Background: an optimization exercise with open tools, aiming at small area, a short achievable clock period and few clock cycles per item. Do not read the settings as production practice. Function not checked in this run: the RTL went through the layout flow alone. No activity file was given, so power comes from the tool's default toggle rates.

==> design.v <==
`timescale 1ns/1ps
module MODULE_STATIC_PROCESS (
    input clk,
    input rst,
    input [3:0] state_info,
    input [11:0] read_from_aux,
    input [11:0] read_from_ram,
    output reg [11:0] write2aux,
    output reg [11:0] write2ram,
    output reg [9:0] write2aux_addr,
    output reg [9:0] read_from_aux_addr,
    output reg [18:0] write2ram_addr,
    output reg [18:0] read_from_ram_addr,
    output reg ena_write_ram,
    output done
);
localparam [2:0] S_IDLE = 3'd0, S_FILT = 3'd1, S_HCLR = 3'd2, S_HCNT = 3'd3,
                 S_TL   = 3'd4, S_TC   = 3'd5, S_TW   = 3'd6, S_DONE = 3'd7;
reg [2:0] state;
reg       done_r;
assign done = done_r;
reg [3:0] st;             
reg [1:0] op;             
wire op_blur   = (op == 2'd2);
wire op_emboss = (op == 2'd3);
wire [18:0] t = read_from_ram_addr;
reg [11:0] px;
wire [3:0] R = px[11:8], G = px[7:4], B = px[3:0];
wire [47:0]  hR_T, hB_T;
wire [63:0]  hG_T;
wire [111:0] rR_T, rG_T, rB_T;
genvar gi;
generate
  for (gi = 0; gi < 16; gi = gi + 1) begin : tabs
    assign hR_T[gi*3 +: 3] = (30 * gi) / 100;
    assign hG_T[gi*4 +: 4] = (59 * gi) / 100;
    assign hB_T[gi*3 +: 3] = (11 * gi) / 100;
    assign rR_T[gi*7 +: 7] = (30 * gi) % 100;
    assign rG_T[gi*7 +: 7] = (59 * gi) % 100;
    assign rB_T[gi*7 +: 7] = (11 * gi) % 100;
  end
endgenerate
wire [2:0] hR = hR_T[R*3 +: 3], hB = hB_T[B*3 +: 3];
wire [3:0] hG = hG_T[G*4 +: 4];
wire [6:0] rR = rR_T[R*7 +: 7], rG = rG_T[G*7 +: 7], rB = rB_T[B*7 +: 7];
wire [8:0] sr = rR + rG + rB;
wire c2 = (sr >= 9'd200), c1 = (sr >= 9'd100);
wire [6:0] m1 = c2 ? sr - 9'd200 : c1 ? sr - 9'd100 : sr;
wire [3:0] g1 = hR + hG + hB + {c2, c1 & ~c2};
reg [3:0] pg;             
reg [6:0] pm;             
reg [3:0] e2;
integer j;
always @* begin
  e2 = 4'd0;
  case (op)
    2'd0: for (j = 1; j < 9; j = j + 1) if (pm >= (100 * j + 8) / 9) e2 = j;
    2'd1: for (j = 1; j < 8; j = j + 1) if (pm >= (100 * j + 7) / 8) e2 = j;
    2'd2: for (j = 1; j < 4; j = j + 1) if (pm >= 25 * j) e2 = j;
    default: e2 = 4'd0;
  endcase
end
reg [11:0] ea;
reg [3:0]  eg, ee;
reg        ez, ew, et;    
reg        row1;
wire [3:0] nTg = ea[11:8], nMg = ea[7:4], nBg = eg;
wire       nTh = ea[3],    nMh = ea[1],   nBh = ee[1];
wire [3:0] nMe = op_blur ? {2'b00, ea[1:0]} : ea[3:0];
wire [4:0] sT = op_blur ? {nTg, nTh} : {1'b0, nTg};
wire [4:0] sM = op_blur ? {nMg, nMh} : {1'b0, nMg};
wire [4:0] sB = op_blur ? {nBg, nBh} : {1'b0, nBg};
wire [3:0] dT = et ? 4'd0 : nTg;
wire [6:0] pN = dT + sM + nBg;                           
wire [6:0] plN = op_emboss ? {3'd0, dT} : pN;            
wire [6:0] prN = op_emboss ? {3'd0, nBg} : pN;           
wire [6:0] udN = op_emboss ? 7'd0 : (et ? 5'd0 : sT) + sB;
reg  [7:0] vN;
always @* begin
  case (op)
    2'd0: vN = nMg * 4'd9 + nMe;
    2'd1: vN = {1'b0, nMg, nMe[2:0]};
    2'd2: vN = {2'b00, nMg, nMe[1:0]};
    default: vN = 8'd7;
  endcase
end
reg [6:0] pl1, ud1, pl0;
reg [7:0] v1;
reg       z1, w1;
wire [6:0] aL = z1 ? 7'd0 : pl0;
wire [6:0] bR = w1 ? 7'd0 : prN;
wire [7:0] vc = op_emboss ? v1 + aL : v1;
wire [7:0] ts = op_emboss ? bR : aL + bR + ud1;
wire [7:0] dif = vc - ts;
wire [7:0] sm  = vc + ts;
wire [3:0] res = op_blur ? sm[7:4] : ((vc < ts) ? 4'd0 : dif[3:0]);
reg [3:0]  hi [0:15];
reg [3:0]  hg;            
reg [3:0]  wd2a;          
reg [11:0] wd2d;
reg        hv3, hfirst;
wire [11:0] hbase = (hg == write2aux_addr[3:0]) ? write2aux :
                    (hg == wd2a) ? wd2d : ea;
wire [12:0] hnew = hbase + (hfirst ? 13'd2 : 13'd1);
wire [3:0]  bin = read_from_aux_addr[3:0];
reg  [11:0] dcnt;         
reg         rowok, firstrow, tc1;
reg  [5:0]  col;
wire [11:0] dnext = (tc1 ? {1'b0, hi[bin], ea[11:5]} : dcnt) - 12'd5;
reg [11:0] colour;
always @* begin
  case (bin)
    4'd0: colour = 12'hFFD;  4'd1: colour = 12'hFF0;
    4'd2: colour = 12'hFFF;  4'd3: colour = 12'h0F0;
    4'd4: colour = 12'hFFE;  4'd5: colour = 12'hCFC;
    4'd6: colour = 12'hFED;  4'd7: colour = 12'h9FF;
    4'd8: colour = 12'hFDB;  4'd9: colour = 12'hBFF;
    4'd10: colour = 12'hFEB; 4'd11: colour = 12'h8CF;
    4'd12: colour = 12'hEEF; 4'd13: colour = 12'h9F9;
    4'd14: colour = 12'hFEE; default: colour = 12'hFCC;
  endcase
end
localparam [18:0] T_WON  = 19'd644;       
localparam [18:0] T_WOFF = 19'd307202;    
always @(posedge clk) begin
  px <= read_from_ram;
  st <= rst ? state_info : 4'd0;
  ea <= read_from_aux;
  pg <= g1;
  pm <= m1;
  wd2a <= write2aux_addr[3:0];
  wd2d <= write2aux;
  if (!rst) begin
    state <= S_IDLE;
    done_r <= 1'b0;
    ena_write_ram <= 1'b0;
    read_from_ram_addr <= 19'd0;
    read_from_aux_addr <= 10'd0;
  end else begin
    case (state)
      S_IDLE: begin
        read_from_aux_addr <= 10'd0;
        write2ram_addr <= 19'd0;
        if (st[3] && !st[2]) begin
          op <= st[1:0];
          state <= S_FILT;
          read_from_ram_addr <= 19'd1;
          row1 <= 1'b0;
        end else if (st == 4'd12) begin
          op <= 2'd3;
          state <= S_HCLR;
          write2aux_addr <= 10'd0;
          write2aux <= 12'd0;
        end
      end
      S_FILT: begin
        read_from_ram_addr <= t + 19'd1;
        if (t[18:1] != 18'd0)
          read_from_aux_addr <= (read_from_aux_addr == 10'd639) ? 10'd0 : read_from_aux_addr + 10'd1;
        if (t == 19'd641) row1 <= 1'b1;
        if (t == 19'd1281) row1 <= 1'b0;
        eg <= pg;
        ee <= e2;
        ez <= (read_from_aux_addr == 10'd0);
        ew <= (read_from_aux_addr == 10'd639);
        et <= row1;
        write2aux_addr <= read_from_aux_addr;
        write2aux <= {read_from_aux[7:4], pg, op_blur ? {read_from_aux[1], 1'b0, e2[1:0]} : e2};
        pl1 <= plN; ud1 <= udN; v1 <= vN; z1 <= ez; w1 <= ew;
        pl0 <= pl1;
        write2ram <= {res, res, res};
        if (ena_write_ram) write2ram_addr <= write2ram_addr + 19'd1;
        if (t == T_WON) ena_write_ram <= 1'b1;
        if (t == T_WOFF) begin
          ena_write_ram <= 1'b0;
          done_r <= 1'b1;
          state <= S_DONE;
        end
      end
      S_HCLR: begin
        hv3 <= 1'b0;
        hi[write2aux_addr[3:0]] <= 4'd0;
        if (write2aux_addr[3:0] == 4'd15) state <= S_HCNT;
        else write2aux_addr <= write2aux_addr + 10'd1;
      end
      S_HCNT: begin
        read_from_ram_addr <= t + 19'd1;
        ena_write_ram <= (t < 19'd307200);
        if (ena_write_ram) write2ram_addr <= write2ram_addr + 19'd1;
        write2ram <= 12'd0;
        read_from_aux_addr <= (t == 19'd307202) ? 10'd0 : {6'd0, g1};
        hg <= read_from_aux_addr[3:0];
        hfirst <= (t == 19'd2);
        hv3 <= (t >= 19'd2 && t <= 19'd307200);
        if (hv3) begin
          write2aux <= hnew[11:0];
          write2aux_addr <= {6'd0, hg};
          if (hnew[12]) hi[hg] <= hi[hg] + 4'd1;
        end
        if (t == 19'd307202) state <= S_TL;
      end
      S_TL: begin
        tc1 <= 1'b1;
        firstrow <= 1'b1;
        col <= 6'd0;
        write2ram_addr <= 19'd306559 + {bin, 5'd0} + {bin, 3'd0};
        state <= S_TC;
      end
      S_TC: begin
        dcnt <= dnext;
        tc1 <= 1'b0;
        rowok <= ~dnext[11];
        if (!tc1) state <= S_TW;
      end
      S_TW: begin
        if (rowok) begin
          ena_write_ram <= 1'b1;
          write2ram <= colour;
          write2ram_addr <= write2ram_addr + ((col == 6'd0 && !firstrow) ? -19'd679 : 19'd1);
          if (col == 6'd39) begin
            col <= 6'd0;
            firstrow <= 1'b0;
            dcnt <= dnext;
            rowok <= ~dnext[11];
          end else begin
            col <= col + 6'd1;
          end
        end else begin
          ena_write_ram <= 1'b0;
          if (bin == 4'd15) begin
            done_r <= 1'b1;
            state <= S_DONE;
          end else begin
            read_from_aux_addr <= read_from_aux_addr + 10'd1;
            state <= S_TL;
          end
        end
      end
      S_DONE: begin
        if (!st[3]) begin
          done_r <= 1'b0;
          state <= S_IDLE;
          read_from_ram_addr <= 19'd0;
        end
      end
    endcase
  end
end
endmodule
==> run.sh <==
#!/bin/bash
# synth_recipe.tcl (not shown) runs the flow's synth.tcl, then flattens the netlist and writes it again
# the make line also repeats each setting of config.mk as NAME=value (left out here)
make -C /OpenROAD-flow-scripts/flow DESIGN_CONFIG=/design/flow/config.mk WORK_HOME=/design/flow/orfs CLKGATE_MAP_FILE= SYNTH_SCRIPT=/design/flow/synth_recipe.tcl finish
==> config.mk <==
export PLATFORM = sky130hd
export DESIGN_NAME = MODULE_STATIC_PROCESS
export DESIGN_NICKNAME = MODULE_STATIC_PROCESS
export VERILOG_FILES = /design/flow/design.v
export SDC_FILE = /design/flow/constraint.sdc
export NUM_CORES = 4
export LEC_CHECK = 0
export CAP_MARGIN = 20
export CORE_MARGIN = 2
export CORE_UTILIZATION = 40
export PLACE_DENSITY = 0.6
export SLEW_MARGIN = 20
==> constraint.sdc <==
create_clock -name core_clock -period 29.0 [get_ports {clk}]
set_input_delay 5.8000 -clock core_clock [delete_from_list [all_inputs] [get_ports {clk}]]
set_output_delay 5.8000 -clock core_clock [all_outputs]
set_load 0.01 [all_outputs]
==> metrics.cfg <==
[flow_run]
drv_cap = 0

[logic_synthesis]
synthesis.nets = 1908
synth_common_cells = edfxtp_1, nand2_1, nor2_1
yosysTopAreaCellShare = 0.3089
syn-cell-area_sq_mm = 0.01779
ys_seq_elements = 290
synth_area_leaders = edfxtp_1, dfxtp_1, ha_1, mux4_2, nand2_1
syn_area_per_cell_sq_um = 10.26
synth_cell_types = 85
yosysTopAreaCell = edfxtp_1
synthArstFlopShare = 0
ys_seq_area_frac = 0.4294
synthCells = 1733
yosysWarnings = 1
synth_ff_type = edfxtp_1
synthMostInstantiatedCell = edfxtp_1
synth_edf_count = 183

[sta]
slew_viol_final = 0
fin_crit_sh = 0.3057
max_freq_mhz = 112.8
clock_skew_ns = 0.02567
rsz0062_at_grt = false
setup_slack_ns = 20.13
max_slew_margin = 0.3246
finalSetupViolations = 0
hold_viol = 0
tightest_slew_ns = 1.011
layout_min_cycle_time_ns = 8.866
setup_tns_ns = 0

[clocking]
post_cts_buffers = 0
cts_buffer_depth = 3
numCtsBuffers = 34
cts_tree = built
clk_latency_ns = 0.53
cts_resized = 0
clockRootBuffer = clkbuf_16
ctsHoldBuffers = 0
h-tree-depth = 2
path_clk_slew_ns = 0.06
cts.sinks = 290

[placement]
place_inst = 2370
portBuffers = 113
dpl_worst_slack_ns = 19.64
placed_cell_area_sq_mm = 0.01943
place_congestion = 0.8670
dp_hpwl_microns = 33530

[cells_and_area]
drive_gt1_frac = 0.07504
multi_input_area_sq_mm = 0.009458
fin_cells = 2432
nets = 1989
layout.area.seq_sq_mm = 0.007639
area_growth_pct = 15.10
nFillCells = 4089
final_cell_area_sq_mm = 0.02047

[global_routing]
antenna_found_initial = 1
grt_overflow = 0
grt_first_pass_wirelength_microns = 71590
track_usage = 0.1948
grt_pass1_vias = 12990
grt_max_degree = 37

[drt]
ant_nets = 0
drt-initial-drc-count = 1164
vias = 13300
post-route-drc-count = 0
dr.pass1.iters = 7
routed_wl_microns = 45280
wl_per_cell_microns = 18.62
vias_per_cell = 5.469

[pwr]
power.density_mw_per_mm2 = 75.75
peakVddDrop_mv = 0.04530
power_leakage_nw = 7.541

[floorplan]
core_area_sq_mm = 0.04403
initial_core_util = 0.4040
die_y_microns = 214.9
die_area_sq_mm = 0.04617
die_w_microns = 214.9
num_io_pins = 114
fp-row-count = 77

[run_status]
outcome = timing/DRC/antenna clean

[setup_path]
cp.required_ns = 29.14
crit_type = primary input to flop
cp_data_arrival_time_ns = 9.01
cp-end-kind = flop
startpoint_type = primary input
critPathMaxFanout = 23

[min_path]
hp-class = flop to flop

==> state kept, by name (all words and copies together), names as in the netlist, 6 cells and up, named ones only <==
| name | count |
|---|---|
| pl0 | 6 |
| hi | 64 |
| write2ram | 12 |
| write2ram_addr | 19 |
| write2aux_addr | 10 |
| pm | 7 |
| read_from_ram_addr | 19 |
| col | 6 |
| dcnt | 12 |
| ea | 12 |
| read_from_aux_addr | 10 |
| px | 12 |
| pl1 | 6 |
| wd2d | 12 |
| ud1 | 6 |
| v1 | 8 |
| write2aux | 12 |
| colour | 10 |
==> layer usage <==
metal,part of all wire,vias to the layer above,GRT usage
li1,-,6427,-
met1,0.45,6407,0.2647
met2,0.45,378,0.3083
met3,0.065,88,0.03638
met4,0.035,0,0.07546
met5,0,-,0
==> placed cells by master, fill, tap and decap left out, drive strengths merged, types with 13 or more instances in the layout <==
master,synthesis,routed
o21ai,104,104
dfxtp,107,107
a211oi,16,16
mux2i,46,46
and3,13,13
nand3,44,44
inv,103,104
ha,117,117
nand2,158,158
edfxtp,183,183
mux4,37,37
a21oi,88,88
nor2,139,139
xor2,53,53
xnor2,56,56
fa,28,28
nor2b,33,33
and2,27,27
nor3,38,38
a21o,26,26
o22ai,27,27
a31oi,13,13
clkbuf,53,48
nand2b,25,25
clkdlybuf4s50,0,113
==> report_power, final <==
| group | switching [W] | leakage, nW | total, W | internal [W] |
|---|---|---|---|---|
| Combinational | 0.000317 | 4.58 | 0.000568 | 0.000251 |
| Sequential | 0.0000713 | 2.46 | 0.000582 | 0.000511 |
| Clock | 0.000167 | 0.500 | 0.000401 | 0.000234 |
| Total | 0.000555 | 7.54 | 0.00155 | 0.000996 |
==> area by class of cell <==
cell class	instances	share of cell area
Timing Repair Buffer	124	0.05928
Multi-Input combinational cell	1260	0.4620
Clock inverter	13	0.004645
Sequential cell	290	0.3731
Inverter	104	0.01907
Tap cell	592	0.03618
Antenna cell	1	0.0001222
Clock buffer	48	0.04565
==> logic make-up after synthesis <==
logic type                 synth area share
DFF                                  0.4294
xor gates and xnor gates            0.05501
buffers and inverters               0.04087
AOI/OAI and AO/OA                    0.1317
and+or+nand+nor                      0.1502
adders and majority gates            0.1138
muxes                               0.07907
==> metrics by stage <==
| step | util | hold slack, ns | total power, W |
|---|---|---|---|
| 6_report | 0.4650 | 0.4174 | 0.001551 |
| 3_3_place_gp | 0.4413 | 0.4018 | 0.001145 |
| 2_1_floorplan | - | 0.4003 | 0.0009782 |
| 3_5_place_dp | 0.4414 | 0.4066 | 0.001156 |
| 5_1_grt | 0.4649 | 0.4310 | 0.001655 |
| 4_1_cts | 0.4648 | 0.4195 | 0.001563 |
==> critical path, cell delays in order <==
cell and delay [ns]:
clkdlybuf4s50_1 0.46, buf_4 0.28, nand2b_1 0.17, or2_2 0.33, inv_2 0.18, nand2_1 0.11, a211oi_2 0.70, nand2_1 0.23
o32ai_1 0.73
==> path summary, 6_finish.rpt <==
check / from / end / slack [ns] / cells after the start
worst max-delay path: rst / hi[8][1] / 20.13 / 9
worst min-delay path: pl1[0] / pl0[0] / 0.42 / 0
worst max register to register: op[0] / write2ram[7] / 22.00 / 22
worst min register to register: pl1[0] / pl0[0] / 0.42 / 0

==> static timing again, ports no longer ideal <==
The flow's constraints put no driver on any port. The routed layout listed below was extracted and timed again, unchanged, in two steps.
Step 1 sets driving cells, clkbuf_16 on the clock port and buf_2 on the other inputs (assumed; they add their load-dependent delay and slew).
Step 2 adds t to the input delays and takes it off the output delays; t is the mean of the earliest and latest rising clock arrival at the registers after step 1. Input paths then give back, and output paths get back, about the clock's delay inside the block.
a / b / c = ideal ports / drivers / drivers and shift; a / b = the first two.
t, ns: 0.576
setup WS [ns]: 20.134 / 20.170 / 19.594
latest minus earliest clock arrival (ns): 0.025 / 0.026
worst register clock-pin slew, ns: 0.06 / 0.06
After both steps setup and hold are still met in this run. For this run, drivers alone change the setup slack by +0.036 ns; drivers and shift together by -0.540 ns.
